What follows belongs to an exercise in optimizing a design on an open flow for small area, a short achievable clock period and few clock cycles per item; a production flow would make more cautious choices. The RTL was checked by simulation tests, not by an equivalence proof against the original design. Power figures rest on the tool's default switching activity, not on a simulated workload.

**flow/config.mk**
```make
export PLATFORM = sky130hd
export DESIGN_NAME = top
export DESIGN_NICKNAME = top
export VERILOG_FILES = /design/flow/design.v
export SDC_FILE = /design/flow/constraint.sdc
export NUM_CORES = 4
export LEC_CHECK = 0
export CAP_MARGIN = 20
export CORE_MARGIN = 2
export CORE_UTILIZATION = 50
export CTS_BUF_LIST = sky130_fd_sc_hd__clkbuf_8 sky130_fd_sc_hd__clkbuf_16
export CTS_CLUSTER_DIAMETER = 100
export CTS_CLUSTER_SIZE = 30
export SETUP_SLACK_MARGIN = 3.5
export SLEW_MARGIN = 20
```
**flow/constraint.sdc**
```tcl
create_clock -name core_clock -period 6.0 [get_ports {clk}]
set_input_delay 1.2000 -clock core_clock [delete_from_list [all_inputs] [get_ports {clk}]]
set_output_delay 1.2000 -clock core_clock [all_outputs]
set_load 0.01 [all_outputs]
```
**flow/design.v**
```verilog
module top(
    input clk,
    input rst_n,
    input start,
    input Clr,
    output [191:0] C,
    output done,
    output [31:0] mem_address,
    output mem_read,
    input [63:0] mem_readdata,
    input mem_readdatavalid,
    input mem_waitrequest
);
    logic       run;        
    logic       rd_q;       
    logic [3:0] addr;       
    logic       have_b;     
    logic       done_q;
    logic       spec;       
    logic       l_full;     
    logic       r_busy;     
    logic [1:0] r_cnt;      
    logic [2:0] rotcnt;     
    logic       a_v, a_first, a_last;   
    logic       b_last;     
    logic       u_acc0, u_acc1, u_rs;   
    wire accept = rd_q & ~mem_waitrequest;
    wire row_v  = mem_readdatavalid & have_b & ~spec;
    wire b_v    = mem_readdatavalid & ~have_b & ~spec;
    wire r_end  = r_busy & (r_cnt == 2'd3);
    wire r_take_l  = l_full & (~r_busy | r_end);
    wire l_load    = row_v;
    wire rot    = b_last;
    logic [3:0] addr_n;
    logic       l_full_n, r_busy_n;
    logic [1:0] r_cnt_n;
    always_comb begin
        addr_n = accept ? addr + 4'd1 : addr;
        l_full_n = l_load | (l_full & ~r_take_l);
        if (r_take_l) begin
            r_busy_n = 1'b1;
            r_cnt_n = 2'd0;
        end else begin
            r_busy_n = r_busy & ~r_end;
            r_cnt_n = r_cnt + {1'b0, r_busy};
        end
    end
    always_ff @(posedge clk, negedge rst_n) begin
        if (!rst_n) begin
            run <= 1'b0;
            rd_q <= 1'b0;
            addr <= 4'd0;
            have_b <= 1'b0;
            done_q <= 1'b0;
            spec <= 1'b0;
            l_full <= 1'b0;
            r_busy <= 1'b0;
            r_cnt <= 2'd0;
            rotcnt <= 3'd0;
            a_v <= 1'b0;
            a_first <= 1'b0;
            a_last <= 1'b0;
            b_last <= 1'b0;
            u_acc0 <= 1'b0;
            u_acc1 <= 1'b0;
            u_rs <= 1'b0;
        end else begin
            if (start) begin
                run <= 1'b1;
                rd_q <= 1'b1;
                addr <= accept ? 4'd1 : 4'd0;
                have_b <= 1'b0;
                done_q <= 1'b0;
                rotcnt <= 3'd0;
            end else if (!run) begin
                if (!done_q) begin
                    done_q <= 1'b1;
                    rd_q <= 1'b1;
                    addr <= 4'd0;
                end else if (accept) begin
                    rd_q <= 1'b0;
                end
            end else begin
                addr <= addr_n;
                rd_q <= (addr_n != 4'd9) & (~l_full_n | ~r_busy_n | r_cnt_n[1]);
                if (b_v) have_b <= 1'b1;
                if (rot) begin
                    rotcnt <= rotcnt + 3'd1;
                    if (rotcnt == 3'd7) begin
                        done_q <= 1'b1;
                        run <= 1'b0;
                        rd_q <= 1'b1;
                        addr <= 4'd0;
                    end
                end
            end
            if (accept & ~run & ~start) spec <= 1'b1;
            else if (mem_readdatavalid) spec <= 1'b0;
            l_full <= l_full_n;
            r_busy <= r_busy_n;
            r_cnt <= r_cnt_n;
            a_v <= r_busy;
            a_first <= r_busy & (r_cnt == 2'd0);
            a_last <= r_end;
            b_last <= a_v & a_last;
            u_acc0 <= (r_busy & (r_cnt == 2'd0)) & ~(a_v & a_last);
            u_acc1 <= (r_busy & (r_cnt == 2'd0)) & (a_v & a_last);
            u_rs <= ~(r_busy & (r_cnt == 2'd0));
        end
    end
    assign mem_read = rd_q;
    assign mem_address = {28'd0, addr};
    assign done = done_q;
    logic [63:0] L, R, bv;
    logic [9:0]  t3a, t3b;      
    always_ff @(posedge clk) begin
        if (l_load) L <= mem_readdata;
        if (r_take_l) R <= L;
        else R <= {16'd0, R[63:16]};
        if (b_v) bv <= mem_readdata;
        else if (r_busy) bv <= {bv[15:0], bv[63:16]};
    end
    wire [15:0] b_next = r_busy ? bv[31:16] : bv[15:0];
    always_ff @(posedge clk) begin
        t3a <= {2'b00, b_next[7:0]} + {1'b0, b_next[7:0], 1'b0};
        t3b <= {2'b00, b_next[15:8]} + {1'b0, b_next[15:8], 1'b0};
    end
    function automatic [9:0] pick(input [1:0] d, input [7:0] bb, input [9:0] bb3);
        case (d)
            2'd0: pick = 10'd0;
            2'd1: pick = {2'b00, bb};
            2'd2: pick = {1'b0, bb, 1'b0};
            default: pick = bb3;
        endcase
    endfunction
    wire [16:0] r0 = {7'd0, pick(R[1:0],   bv[7:0],  t3a)};
    wire [16:0] r1 = {5'd0, pick(R[3:2],   bv[7:0],  t3a), 2'd0};
    wire [16:0] r2 = {3'd0, pick(R[5:4],   bv[7:0],  t3a), 4'd0};
    wire [16:0] r3 = {1'd0, pick(R[7:6],   bv[7:0],  t3a), 6'd0};
    wire [16:0] r4 = {7'd0, pick(R[9:8],   bv[15:8], t3b)};
    wire [16:0] r5 = {5'd0, pick(R[11:10], bv[15:8], t3b), 2'd0};
    wire [16:0] r6 = {3'd0, pick(R[13:12], bv[15:8], t3b), 4'd0};
    wire [16:0] r7 = {1'd0, pick(R[15:14], bv[15:8], t3b), 6'd0};
    function automatic [47:0] csa(input [23:0] x, input [23:0] y, input [23:0] z);
        csa = {x ^ y ^ z, (x[22:0] & y[22:0]) | (x[22:0] & z[22:0]) | (y[22:0] & z[22:0]), 1'b0};
    endfunction
    logic [23:0] q0, q1, q2, q3;
    wire  [23:0] s1, c1, s2, c2;
    assign {s1, c1} = csa({7'd0, r0}, {7'd0, r1}, {7'd0, r2});
    assign {s2, c2} = csa({7'd0, r4}, {7'd0, r5}, {7'd0, r6});
    always_ff @(posedge clk) begin
        {q0, q1} <= csa(s1, c1, {7'd0, r3});
        {q2, q3} <= csa(s2, c2, {7'd0, r7});
    end
    logic [7:0][23:0] acc;
    logic [23:0] rs_s, rs_c;
    wire  [23:0] u_s = ({24{u_acc0}} & acc[0]) | ({24{u_acc1}} & acc[1]) | ({24{u_rs}} & rs_s);
    wire  [23:0] u_c = {24{u_rs}} & rs_c;
    wire  [23:0] s3, c3, s4, c4, s5, c5;
    assign {s3, c3} = csa(q0, q1, q2);
    assign {s4, c4} = csa(s3, c3, q3);
    assign {s5, c5} = csa(s4, c4, u_c);
    always_ff @(posedge clk) {rs_s, rs_c} <= csa(s5, c5, u_s);
    wire clr = Clr | ~rst_n;
    wire [23:0] sum = rs_s + rs_c;
    always_ff @(posedge clk) begin
        if (clr) begin
            for (int i = 0; i < 8; i++) acc[i] <= 24'd0;
        end else if (rot) begin
            for (int i = 0; i < 7; i++) acc[i] <= acc[i+1];
            acc[7] <= sum;
        end
    end
    assign C = acc;
endmodule
```
**flow/flow/run.sh**
```bash
#!/bin/bash
# The standard layout (the standard.sh), with sky130_fd_sc_hd__buf_1 as
# the buffer that buffer_ports puts on every input and output port.
set -o pipefail
export BUFFER_PORTS_ARGS="-buffer_cell sky130_fd_sc_hd__buf_1"
bash standard.sh 2>&1 | tee standard.log
```
**flow/standard.sh**
```bash
#!/bin/bash
# synth_recipe.tcl (not shown) runs the flow's synth.tcl, then flattens the netlist and writes it again
# the make line also repeats each setting of config.mk as NAME=value (left out here)
make -C /OpenROAD-flow-scripts/flow DESIGN_CONFIG=/design/flow/config.mk WORK_HOME=/design/flow/orfs CLKGATE_MAP_FILE= SYNTH_SCRIPT=/design/flow/synth_recipe.tcl "${@:-finish}"
```
==> results of run 1 <==
power groups by stage:
stage	Clock (W)	Combinational, W	Sequential [W]
after floorplan	0	0.00374	0.00481
after global placement	0	0.00428	0.00523
after detailed placement	0	0.00437	0.00525
after CTS	0.00190	0.00452	0.00514
after global routing	0.00200	0.00534	0.00523
final	0.00183	0.00463	0.00513
sequential cells by signal, indices dropped and copies added, names as in the netlist, 11 cells and up:
register	cells
q2	16
R	64
q1	11
q0	16
acc	192
bv	64
L	64
q3	11
rs_s	24
rs_c	23
worst register-to-register path, cell delays in order (launching register included):
cell,delay (ps)
dfxtp_4,380
fa_1,540
inv_1,50
fa_2,520
fa_1,410
inv_1,80
fa_1,400
cell families after synthesis:
family / count (synthesis) / synth area share
and+or+nand+nor: 515 / 0.0968
xor gates and xnor gates: 33 / 0.0125
buffers and inverters: 245 / 0.0457
AOI/OAI and AO/OA: 195 / 0.0642
muxes: 332 / 0.151
adders and majority gates: 160 / 0.113
DFF: 527 / 0.516
other: 1 / 0.000162
worst min path at each step:
stage	start	to	depth (start not counted)
after CTS	R[54]	R[38]	2
after global routing	R[54]	R[38]	2
after floorplan	R[16]	R[0]	2
after detailed placement	R[42]	R[26]	2
after global placement	R[51]	R[35]	2
final	R[39]	R[23]	2
routing by layer:
layer  vias to the layer above  track usage  wire, µm
met5                         -            0         0
met4                         0       0.0399       923
met3                        47       0.0225      1830
met2                       298        0.358     24200
met1                      7135        0.286     23500
li1                       7184            -         -
area by class of cell:
class,count,share of cell area
Inverter,95,0.0142
Tap cell,600,0.0295
Sequential cell,527,0.470
Clock buffer,23,0.0226
Multi-Input combinational cell,1265,0.409
Timing Repair Buffer,300,0.0519
Clock inverter,12,0.00310
metrics by stage:
stage	util	power [W]
5_1_grt	0.558	0.0126
4_1_cts	0.554	0.0116
2_1_floorplan	-	0.00854
3_5_place_dp	0.537	0.00962
6_report	0.558	0.0116
3_3_place_gp	0.537	0.00951
cells in the final DEF, fill, tap and decap left out, types with 5 or more instances in the layout:
cell         n
a211oi_1     5
a21o_1      12
a21oi_1     29
a222oi_1    23
a22o_1      52
a22oi_1      5
and2_1      32
and3_1      12
buf_1      266
buf_4       27
clkbuf_16   23
conb_1      28
dfrtp_1     19
dfxtp_1    364
dfxtp_2     12
edfxtp_1   128
fa_1        79
ha_1        73
inv_1      100
mux2_2     135
mux2i_1    195
nand2_1    191
nand2b_1     7
nand3_1      5
nor2_1     205
nor2b_1     20
nor2b_2      7
nor3_1       8
o21a_1       6
o21ai_0     15
o21ai_1     13
o21bai_1     6
xnor2_1     20
xor2_1      13
timing repair:
action	in CTS	in global routing
resized for setup	16	31
setup buffers	3	16
pin swaps	1	16
setup endpoints to repair	147	71
hold endpoints to repair	0	0
cloned	2	1
==> results.json, run 1 <==
{
  "detail_route.wl_per_cell_um": 17.9,
  "grt_max_degree": 127,
  "p_sw_frac": 0.361,
  "cp_common_cell": "fa_1",
  "clock_latency_ps": 570,
  "num_io_pins": 296,
  "nNetsFinal": 2441,
  "powerDensity_nw_per_um2": 455,
  "drt_iter0_markers": 906,
  "cts_tree": "yes",
  "path_depth": 6,
  "internal-power_w": 0.00740,
  "final_cells": 2822,
  "clk_path_buf_depth": 3,
  "critPathLaunchType": "flop",
  "dp_hpwl_um": 35800,
  "clock.fmax_mhz": 400,
  "critPathBufInv": 2,
  "r2r_slack_ps": 3500,
  "post_dp_cell_area_um2": 24500,
  "antenna_found_initial": 0,
  "period_needed_ps": 2500,
  "async_reset_ff_frac": 0.0417,
  "leakage_nw": 10.0,
  "fill_cells": 3970,
  "synth_cell_types": 61,
  "dieArea_um2": 48000,
  "placedCellCount": 2765,
  "slew_violations": 0,
  "ys_seq_area_frac": 0.516,
  "crit_end": "rs_s[14]",
  "ff_latch_area_um2": 12000,
  "port_buffers": 267,
  "irDropWorstVdd_v": 0.000243,
  "worst_pin_slew_ps": 882,
  "synth.most_common_cell": "dfxtp_1",
  "initial_utilization": 0.508,
  "critical_path.top_delay_family": "adder cells",
  "slew_headroom": 0.412,
  "drive_gt1_frac": 0.116,
  "synthTopCellsByArea": "dfxtp_1, edfxtp_1, mux2i_1",
  "r2r_start": "q0[14]",
  "yosys-top-cells-count": "dfxtp_1, nor2_1, mux2i_1, nand2_1, mux2_2",
  "synth_flop_cell": "dfxtp_1",
  "setup_violations": 0,
  "clkSinkCount": 527,
  "synth_top_area_share": 0.326,
  "p_seq_frac": 0.443,
  "fin_skew_ps": 19.9,
  "synth_area_per_cell_um2": 11.5,
  "slowest_delay_ps": 540,
  "hold_viol": 0,
  "grt_setup_unrepaired": "yes",
  "grt_overflow": 0,
  "synth_area_um2": 23100,
  "path_class": "flop to flop",
  "cts_buffers": 22,
  "ctsHtreeMaxLevel": 1,
  "p_comb_frac": 0.400,
  "grt_usage": 0.208,
  "core_um2": 45600,
  "status": "finished clean",
  "synth_area_leader_cell": "dfxtp_1",
  "n_antenna_cell": 0,
  "power.net_switching_w": 0.00418,
  "cpMaxStageDelayCell": "fa_1",
  "detail-route-antenna-nets": 0,
  "row_count": 78,
  "arrival_ps": 2960,
  "synth_edf_count": 128,
  "fin_area_um2": 25400,
  "gp_congestion": 0.837,
  "die-width_um": 219,
  "holdBufCountCts": 0,
  "synth-seq-cells": 527,
  "clk_pin_slew_ps": 110,
  "ff2ff_path_depth": 6,
  "dr.pass1.iters": 7,
  "die_y_um": 219,
  "whs_ps": 418,
  "vias": 14700,
  "yosys_warnings": 1,
  "tns_ps": 0,
  "cp-end-kind": "flop",
  "worst_slack_ps": 3500,
  "cp.required_ps": 6460,
  "grt_pass1_vias": 14300,
  "power_frac_clock": 0.158,
  "maxCapViolations": 0,
  "multi_input_area_um2": 10400,
  "routed_wl_um": 50400,
  "rr_endpoint": "rs_s[14]",
  "hp-class": "flop to flop",
  "grt_pass1_wl_um": 79500,
  "drc": 0,
  "cp_max_fo": 1,
  "crit_start": "q0[14]",
  "dp_slack_ps": 2800,
  "min_period_over_period": 0.416,
  "synthCells": 2008,
  "avgViaCountPerCell": 5.20,
  "root_buffer": "clkbuf_16",
  "syn_to_final_growth_pct": 9.99,
  "cp_cell_sequence": "fa_1 -> inv_1 -> fa_2 -> fa_1 -> inv_1 -> fa_1"
}
Testbench counts, summed over its fixed seeds: cycles 11,161, items 192.
==> run 2: changes to the inputs <==
--- a/flow/design.v
+++ b/flow/design.v
@@ -115,8 +115,9 @@
     logic [9:0]  t3a, t3b;      
     always_ff @(posedge clk) begin
         if (l_load) L <= mem_readdata;
-        if (r_take_l) R <= L;
-        else R <= {16'd0, R[63:16]};
+        R[63:48] <= L[63:48];
+        if (r_take_l) R[47:0] <= L[47:0];
+        else R[47:0] <= R[63:16];
         if (b_v) bv <= mem_readdata;
         else if (r_busy) bv <= {bv[15:0], bv[63:16]};
     end
==> flow/config.mk (replaced) <==
export PLATFORM = sky130hd
export DESIGN_NAME = top
export DESIGN_NICKNAME = top
export VERILOG_FILES = /design/flow/design.v
export SDC_FILE = /design/flow/constraint.sdc
export NUM_CORES = 4
export LEC_CHECK = 0
export ABC_AREA = 1
export CAP_MARGIN = 20
export CORE_MARGIN = 2
export CORE_UTILIZATION = 40
export CTS_CLUSTER_DIAMETER = 100
export CTS_CLUSTER_SIZE = 30
export SETUP_SLACK_MARGIN = 3.5
export SLEW_MARGIN = 20
==> run 2 against run 1 <==
Effect of this change:
- still clean
- register-to-register slack better by 40 ps
- via count rose by 16%
- global-route usage fell by 0.57 points
- total power grew 16%
- worst hold slack worse by 70 ps
- area after synthesis fell by 0.28%
- flip-flop and latch count did not move
- die area grew 24%
- cell count up 23%
- largest cell class unchanged
- largest power group is now combinational logic
- highest routed layer unchanged
==> results.json, run 2 <==
{
  "irDropWorstVdd_v": 0.000254,
  "post_dp_cell_area_um2": 24700,
  "avgViaCountPerCell": 4.93,
  "period_needed_ps": 2470,
  "tns_ps": 0,
  "clock.fmax_mhz": 404,
  "final_cells": 3464,
  "drive_gt1_frac": 0.0708,
  "cp_cell_sequence": "buf_1",
  "cts_tree": "yes",
  "ff2ff_path_depth": 6,
  "drt_iter0_markers": 1164,
  "synth-seq-cells": 527,
  "fin_area_um2": 25700,
  "synth_cell_types": 37,
  "async_reset_ff_frac": 0.0417,
  "hp-class": "flop to flop",
  "fin_skew_ps": 26.5,
  "setup_violations": 0,
  "dr.pass1.iters": 5,
  "synth_area_leader_cell": "dfxtp_1",
  "grt_usage": 0.202,
  "cp.required_ps": 4800,
  "rr_endpoint": "rs_s[14]",
  "placedCellCount": 3417,
  "detail_route.wl_per_cell_um": 17.9,
  "ctsHtreeMaxLevel": 1,
  "cpMaxStageDelayCell": "dfxtp_1",
  "path_class": "flop to output pin",
  "port_buffers": 267,
  "cts_buffers": 25,
  "r2r_start": "q0[14]",
  "cp_max_fo": 3,
  "yosys_warnings": 1,
  "cp-end-kind": "output pin",
  "min_period_over_period": 0.412,
  "row_count": 88,
  "synth_area_um2": 23100,
  "initial_utilization": 0.402,
  "synth_flop_cell": "dfxtp_1",
  "synthTopCellsByArea": "dfxtp_1, edfxtp_1, nand2_1",
  "min-delay-start": "L[55]",
  "dieArea_um2": 59600,
  "maxCapViolations": 0,
  "leakage_nw": 10.5,
  "worst_pin_slew_ps": 1010,
  "slew_headroom": 0.329,
  "die-width_um": 244,
  "routed_wl_um": 62000,
  "root_buffer": "clkbuf_16",
  "vias": 17100,
  "regMostFlops": "acc",
  "fill_cells": 5656,
  "whs_path_depth": 0,
  "layout_common_cells": "nand2_1, dfxtp_1, inv_1",
  "synth_top_area_share": 0.327,
  "clkSinkCount": 527,
  "slew_violations": 0,
  "slowest_delay_ps": 490,
  "clk_pin_slew_ps": 120,
  "grt_overflow": 0,
  "detail-route-antenna-nets": 0,
  "arrival_ps": 1270,
  "synthCells": 2474,
  "powerDensity_nw_per_um2": 525,
  "clock_latency_ps": 600,
  "critPathLaunchType": "flop",
  "ys_seq_area_frac": 0.518,
  "r2r_slack_ps": 3540,
  "hold_viol": 0,
  "core_um2": 57400,
  "critical_path.top_delay_family": "flip-flops",
  "synth.most_common_cell": "nand2_1",
  "status": "finished clean",
  "antenna_found_initial": 0,
  "yosys-top-cells-count": "nand2_1, dfxtp_1, inv_1, a21oi_1, nor2_1",
  "largest_register_ffs": 192,
  "layout_commonest_cell": "nand2_1",
  "dp_hpwl_um": 46200,
  "holdBufCountCts": 0,
  "gp_congestion": 0.898,
  "hold_end": "R[55]",
  "grt_setup_unrepaired": "yes",
  "critPathBufInv": 1,
  "clk_path_buf_depth": 3,
  "grt_max_degree": 118,
  "synth_edf_count": 128,
  "num_io_pins": 296,
  "synth_area_per_cell_um2": 9.33,
  "die_y_um": 244,
  "syn_to_final_growth_pct": 11.3,
  "nNetsFinal": 2913,
  "drc": 0,
  "grt_pass1_vias": 16600,
  "n_antenna_cell": 0,
  "grt_pass1_wl_um": 95600
}
[run 2: cell count changes in the layout (fill, tap and decap cells not counted), moves of 23 or more]
cell | before | now
a22o_1 | 52 | 0
nor2_1 | 205 | 132
mux2i_1 | 195 | 0
a21oi_1 | 29 | 250
inv_1 | 100 | 265
o21ai_0 | 15 | 48
mux2_2 | 135 | 82
nand3_1 | 5 | 68
nand2_1 | 191 | 667
a222oi_1 | 23 | 0
and2_1 | 32 | 0
o22ai_1 | 1 | 31
[run 2: how the worst max path moves through the flow]
stage / start / to / slack, ps / cells past startpoint
floorplan: mem_readdatavalid / L[0] / 3380 / 2
global placement: rst_n / acc[31] / 2420 / 7
detailed placement: rst_n / acc[53] / 2330 / 7
CTS: acc[44] / C[44] / 3510 / 1
global route: q0[12] / rs_s[12] / 3450 / 6
finish: acc[157] / C[157] / 3530 / 1
[run 2: what timing repair did]
item / CTS / global route
buffers inserted: 0 / 3
cloned: 0 / 1
resized for setup: 16 / 34
setup endpoints to repair: 130 / 162
hold endpoints to repair: 0 / 0
[run 2: kinds of logic (layout without fill, tap and decap cells)]
logic type | count (synthesis) | in the layout | share of synthesized area
simple gates | 888 | 888 | 0.150
other cells | 1 | 28 | 0.000163
fa+ha+maj | 160 | 160 | 0.114
buf+inv | 400 | 598 | 0.0714
mux | 92 | 92 | 0.0465
compound gates | 381 | 381 | 0.0915
xor+xnor | 25 | 25 | 0.00949
flops | 527 | 527 | 0.518
[run 2: stage by stage]
stage               utilization  hold slack, ps  total power (W)  worst slack [ps]
detailed placement        0.430             327           0.0114              2330
finish                    0.448             348           0.0135              3530
CTS                       0.445             353           0.0136              3510
floorplan                     -             323          0.00944              3380
global route              0.448             362           0.0148              3450
global placement          0.430             324           0.0113              2420
[run 2: area by class of cell]
type,instances,area [µm²],share of cell area
flip-flops and latches,527,12000,0.466
multi-input cells,1574,9650,0.376
repair buffers,282,1180,0.0461
inverters,273,1050,0.0408
well taps,765,957,0.0373
clock buffers,29,641,0.0250
clock inverters,14,219,0.00853
[run 2: power by group]
group          switching (W)  internal, W  leakage [nW]
combinational        0.00382      0.00234          5.44
sequential          0.000575      0.00459          4.62
clock                0.00124     0.000911         0.418
total                0.00564      0.00784          10.5
[run 2: metal layers]
layer | routed length [µm] | up-vias | track usage
li1 | - | 8349 | -
met1 | 27000 | 8169 | 0.272
met2 | 29600 | 481 | 0.339
met3 | 3220 | 81 | 0.0234
met4 | 2170 | 0 | 0.0646
met5 | 0 | - | 0
Testbench counts of run 2, summed over its fixed seeds: cycles 11,161, items 192.
==> run 3: changes to the inputs <==
--- a/flow/config.mk
+++ b/flow/config.mk
@@ -5,7 +5,6 @@
 export SDC_FILE = /design/flow/constraint.sdc
 export NUM_CORES = 4
 export LEC_CHECK = 0
-export ABC_AREA = 1
 export CAP_MARGIN = 20
 export CORE_MARGIN = 2
 export CORE_UTILIZATION = 40
==> run 3 against run 2 <==
Effect of this change:
- maximum frequency down 0.32%
- via count down 17%
- non-clock buffer count up 9
- first-iteration DRC count down 34%
- critical endpoint is now rs_s[13]
- total power down 0.45%
==> results.json, run 3 <==
{
  "yosys-top-cells-count": "dfxtp_1, nor2_1, mux2i_1, mux2_2, edfxtp_1",
  "min_period_over_period": 0.413,
  "fin_skew_ps": 34.9,
  "worst_slack_ps": 3520,
  "critPathLaunchType": "flop",
  "async_reset_ff_frac": 0.0417,
  "port_buffers": 267,
  "grt_setup_unrepaired": "yes",
  "clock.fmax_mhz": 403,
  "path_class": "flop to flop",
  "synth_flop_cell": "dfxtp_1",
  "synth-seq-cells": 527,
  "clk_pin_slew_ps": 100,
  "die_y_um": 244,
  "vias": 14200,
  "irDropWorstVdd_v": 0.000323,
  "power.net_switching_w": 0.00501,
  "layout_common_cells": "dfxtp_1, buf_1, nor2_1",
  "period_needed_ps": 2480,
  "leakage_nw": 9.80,
  "syn_to_final_growth_pct": 11.2,
  "worst_pin_slew_ps": 1020,
  "holdBufCountCts": 0,
  "dr.pass1.iters": 8,
  "cts_tree": "yes",
  "setup_violations": 0,
  "synth_area_per_cell_um2": 12.2,
  "largest_register_ffs": 192,
  "powerDensity_nw_per_um2": 526,
  "ys_seq_area_frac": 0.520,
  "detail-route-antenna-nets": 0,
  "cp-end-kind": "flop",
  "power_w": 0.0134,
  "nNetsFinal": 2320,
  "grt_usage": 0.163,
  "routed_wl_um": 49900,
  "synthTopCellsByArea": "dfxtp_1, edfxtp_1, mux2_2",
  "slew_violations": 0,
  "drive_gt1_frac": 0.142,
  "antenna_found_initial": 0,
  "die-width_um": 244,
  "num_io_pins": 296,
  "grt_pass1_vias": 14000,
  "layout_commonest_cell": "dfxtp_1",
  "grt_pass1_wl_um": 78700,
  "cp_max_fo": 1,
  "dieArea_um2": 59300,
  "synth_top_area_share": 0.329,
  "core_um2": 56600,
  "gp_congestion": 0.875,
  "regMostFlops": "acc",
  "cts_buffers": 23,
  "cp.required_ps": 6450,
  "final_core_util": 0.451,
  "internal-power_w": 0.00841,
  "row_count": 87,
  "avgViaCountPerCell": 4.97,
  "ctsHtreeMaxLevel": 1,
  "maxCapViolations": 0,
  "grt_overflow": 0,
  "drc": 0,
  "p_seq_frac": 0.397,
  "synth_area_um2": 23000,
  "power_frac_clock": 0.147,
  "dp_hpwl_um": 35800,
  "initial_utilization": 0.406,
  "tns_ps": 0,
  "p_comb_frac": 0.456,
  "detail_route.wl_per_cell_um": 17.5,
  "synth_area_leader_cell": "dfxtp_1",
  "arrival_ps": 2930,
  "status": "finished clean",
  "clock_latency_ps": 590,
  "grt_max_degree": 123,
  "hold_viol": 0,
  "hp-class": "flop to flop",
  "drt_iter0_markers": 765,
  "slew_headroom": 0.317,
  "root_buffer": "clkbuf_16",
  "synth_edf_count": 128,
  "yosys_warnings": 1,
  "n_antenna_cell": 0,
  "clk_path_buf_depth": 3,
  "synth.most_common_cell": "dfxtp_1",
  "clkSinkCount": 527,
  "dp_slack_ps": 2900,
  "synthCells": 1889,
  "p_sw_frac": 0.373,
  "synth_cell_types": 65
}
==> run 3: final timing paths <==
path,from,end,slack [ps],cells past startpoint
min reg2reg,L[57],R[57],350,0
max,q0[13],rs_s[13],3520,6
min in group asynchronous,rst_n,r_cnt[1],580,2
min,L[57],R[57],350,0
max in group asynchronous,rst_n,b_last,5150,2
max reg2reg,q0[13],rs_s[13],3520,6
==> run 3: timing repair <==
item | in CTS | in global routing
setup buffers | 7 | 6
hold endpoints to repair | 0 | 0
gates cloned | 1 | 0
pin swaps | 1 | 6
setup endpoints to repair | 61 | 139
resized for setup | 13 | 30
==> run 3: power by group through the flow <==
stage                     Sequential, W  Combinational [W]  Clock [W]
after floorplan                 0.00492            0.00483          0
after global placement          0.00545            0.00578          0
after detailed placement        0.00547            0.00594          0
after CTS                       0.00536            0.00610    0.00205
after global routing            0.00544            0.00707    0.00218
final                           0.00533            0.00612    0.00197
==> run 3: final cells by class <==
cell class | instances | area [µm²]
fill | 5335 | 31100
sequential | 527 | 12000
multi-input combinational | 1150 | 10200
timing repair buffer | 291 | 1270
tap | 756 | 946
clock buffer | 31 | 647
inverter | 97 | 368
clock inverter | 7 | 110
==> run 3: stage by stage <==
step,instance area [µm²],hold WS [ps],cells
2_1_floorplan,23200,323,1916
3_3_place_gp,24500,325,2807
3_5_place_dp,24500,328,2807
4_1_cts,25400,350,2853
5_1_grt,25500,359,2859
6_report,25500,347,2859
==> run 3: logic make-up after synthesis <==
group,after synthesis,synth area share
buf+inv,239,0.0451
fa+ha+maj,160,0.114
other cells,1,0.000163
xor+xnor,31,0.0118
mux,376,0.174
flops,527,0.520
compound gates,191,0.0626
simple gates,364,0.0719
==> run 3: worst max-delay path, stage by stage (launching register included) <==
cell and delay (ps):
dfxtp_2 340, fa_1 530, inv_1 50, fa_1 450, fa_1 490, inv_1 50
fa_1 430
==> run 3: per-layer routing <==
| metal | vias up | part of all wire | global-route usage |
|---|---|---|---|
| li1 | 6880 | - | - |
| met1 | 6922 | 0.48 | 0.231 |
| met2 | 356 | 0.45 | 0.262 |
| met3 | 62 | 0.047 | 0.0240 |
| met4 | 0 | 0.023 | 0.0377 |
| met5 | - | 0 | 0 |
==> run 4: changes to the inputs <==
--- a/flow/config.mk
+++ b/flow/config.mk
@@ -10,5 +10,5 @@
 export CORE_UTILIZATION = 40
 export CTS_CLUSTER_DIAMETER = 100
 export CTS_CLUSTER_SIZE = 30
-export SETUP_SLACK_MARGIN = 3.5
+export SETUP_SLACK_MARGIN = 3.6
 export SLEW_MARGIN = 20
==> run 4 against run 3 <==
Effect of this change:
- still clean
- sequential share of layout area fell by 0.24 points
- clock power is 2% lower
- wire length grew 3.9%
- sequential power about the same
- die area did not move
- register-to-register slack got worse by 20 ps
- critical path depth stayed put
- utilization grew 0.54 points
- critical path type unchanged
- largest power group unchanged
- highest routed layer unchanged
==> results.json, run 4 <==
{
  "status": "finished clean",
  "slew_headroom": 0.298,
  "drc": 0,
  "layout_commonest_cell": "dfxtp_1",
  "r2r_start": "q0[7]",
  "async_reset_ff_frac": 0.0417,
  "slew_violations": 0,
  "layout_common_cells": "dfxtp_1, buf_1, nor2_1",
  "period_needed_ps": 2500,
  "fill_cells": 5280,
  "synthCells": 1889,
  "tns_ps": 0,
  "synth-seq-cells": 527,
  "hold_viol": 0,
  "nNetsFinal": 2335,
  "die_y_um": 244,
  "arrival_ps": 3030,
  "core_um2": 56600,
  "clock_latency_ps": 580,
  "leakage_nw": 10.1,
  "whs_ps": 352,
  "synth_area_per_cell_um2": 12.2,
  "dp_hpwl_um": 36500,
  "synth_area_um2": 23000,
  "cts_tree": "yes",
  "fin_skew_ps": 25.3,
  "grt_usage": 0.166,
  "routed_wl_um": 51900,
  "vias": 14300,
  "cp_max_fo": 1,
  "synthTopCellsByArea": "dfxtp_1, edfxtp_1, mux2_2",
  "r2r_slack_ps": 3500,
  "clk_path_buf_depth": 3,
  "grt_overflow": 0,
  "maxCapViolations": 0,
  "clock.fmax_mhz": 400,
  "hp-class": "flop to flop",
  "syn_to_final_growth_pct": 12.5,
  "synth_area_leader_cell": "dfxtp_1",
  "crit_start": "q0[7]",
  "synth_cell_types": 65,
  "cp.required_ps": 6530,
  "ctsHtreeMaxLevel": 1,
  "gp_congestion": 0.859,
  "grt_pass1_vias": 14100,
  "multi_input_area_um2": 10300,
  "drt_iter0_markers": 844,
  "synth.most_common_cell": "dfxtp_1",
  "grt_pass1_wl_um": 80000,
  "synth_top_area_share": 0.329,
  "holdBufCountCts": 0,
  "detail-route-antenna-nets": 0,
  "rr_endpoint": "rs_s[7]",
  "dieArea_um2": 59300,
  "die-width_um": 244,
  "ff2ff_path_depth": 6,
  "num_io_pins": 296,
  "largest_register_ffs": 192,
  "initial_utilization": 0.406,
  "yosys-top-cells-count": "dfxtp_1, nor2_1, mux2i_1, mux2_2, edfxtp_1",
  "synth_flop_cell": "dfxtp_1",
  "powerDensity_nw_per_um2": 527,
  "critPathLaunchType": "flop",
  "row_count": 87,
  "avgViaCountPerCell": 4.98,
  "drive_gt1_frac": 0.213,
  "crit_end": "rs_s[7]",
  "min_period_over_period": 0.417,
  "grt_max_degree": 105,
  "clkSinkCount": 527,
  "cts_buffers": 23,
  "root_buffer": "clkbuf_16",
  "dr.pass1.iters": 8,
  "final_cells": 2873,
  "n_antenna_cell": 0,
  "path_class": "flop to flop",
  "setup_violations": 0,
  "port_buffers": 267,
  "ff_latch_area_um2": 12000,
  "yosys_warnings": 1,
  "worst_pin_slew_ps": 1050,
  "grt_setup_unrepaired": "yes",
  "ys_seq_area_frac": 0.520,
  "detail_route.wl_per_cell_um": 18.1,
  "irDropWorstVdd_v": 0.000255,
  "clk_pin_slew_ps": 120,
  "placedCellCount": 2808,
  "regMostFlops": "acc",
  "antenna_found_initial": 0,
  "synth_edf_count": 128,
  "cp-end-kind": "flop"
}
## run 4: final cells by class
| cell class | instances | area share |
|---|---|---|
| Sequential cell | 527 | 0.466 |
| Multi-Input combinational cell | 1152 | 0.400 |
| Timing Repair Buffer | 303 | 0.0548 |
| Inverter | 97 | 0.0142 |
| Tap cell | 756 | 0.0366 |
| Timing Repair inverter | 1 | 0.000291 |
| Clock buffer | 28 | 0.0230 |
| Clock inverter | 9 | 0.00455 |
## run 4: per-stage QoR
| step | cell area [µm²] | setup slack, ps | power, W | util |
|---|---|---|---|---|
| finish | 25800 | 3500 | 0.0136 | 0.456 |
| global route | 25800 | 3410 | 0.0148 | 0.456 |
| CTS | 25500 | 3460 | 0.0135 | 0.450 |
| detailed placement | 24500 | 2770 | 0.0114 | 0.433 |
| global placement | 24500 | 2820 | 0.0112 | 0.433 |
| floorplan | 23200 | 3270 | 0.00978 | - |
## run 4: critical path, cell delays in order, from the launching register on
cell and delay [ps]:
dfxtp_2 340, fa_1 530, inv_1 50, fa_1 470, fa_1 510, inv_2 40
fa_2 510
## run 4: power by group
| part | internal (W) | switching, W |
|---|---|---|
| logic | 0.00307 | 0.00327 |
| registers | 0.00461 | 0.000740 |
| clock network | 0.000784 | 0.00114 |
## run 4: cell families after synthesis
| logic type | share of synthesized area |
|---|---|
| flip-flops | 0.520 |
| multiplexers | 0.174 |
| AND/OR/NAND/NOR | 0.0719 |
| buffers and inverters | 0.0451 |
| AO/OA/AOI/OAI | 0.0626 |
| adder cells (fa/ha/maj) | 0.114 |
| XOR/XNOR | 0.0118 |
| other | 0.000163 |
## run 4: how the worst min path moves through the flow
stage	start	endpoint	slack [ps]	cells after the start
after global routing	L[59]	R[59]	360	0
after global placement	L[53]	R[53]	330	0
after detailed placement	L[63]	R[63]	330	0
after floorplan	L[48]	R[48]	320	0
final	L[63]	R[63]	350	0
after CTS	L[49]	R[49]	350	0
## run 4: layer usage
metal  wire, µm  track usage  part of all wire
met5          0            0                 0
met4        916       0.0348             0.018
met3       2310       0.0208             0.044
met2      24100        0.272              0.46
met1      24600        0.236              0.47
## run 4: repair_timing
action                                  4_1_cts  5_1_grt
resized for setup                            84      105
buffers inserted                              6       18
cloned                                        3        1
endpoints found under the setup margin      292      143
pin swaps                                     3       11

static timing again, ports no longer ideal:
The flow's constraints put no driver on any port. The routed layouts listed below were extracted and timed again, unchanged, in two steps.
Step 1 sets driving cells, clkbuf_16 on the clock port and buf_2 on the other inputs (assumed; they add their load-dependent delay and slew).
Step 2 moves the port delays by t, midway between the first and last clock arrival at a register: inputs arrive t later, outputs are due t later. That takes back most of the time a late clock gives input paths.
a / b / c = no drivers / after step 1 / after step 2; a / b = the first two.
| run | t (ns) | setup slack, ns | latest minus earliest clock arrival (ns) | slew at the worst register clock pin (ns) |
|---|---|---|---|---|
| run 1 | 0.613 | 3.501 / 3.495 / 2.983 | 0.021 / 0.021 | 0.12 / 0.12 |
| run 2 | 0.650 | 3.527 / 3.463 / 3.049 | 0.027 / 0.028 | 0.12 / 0.12 |
| run 3 | 0.629 | 3.519 / 3.480 / 3.029 | 0.035 / 0.035 | 0.12 / 0.12 |
| run 4 | 0.629 | 3.500 / 3.500 / 3.089 | 0.030 / 0.029 | 0.12 / 0.12 |
After both steps setup and hold are still met in every run listed. For run 1, which loses most, drivers alone change the setup slack by -0.006 ns; drivers and shift together by -0.518 ns.
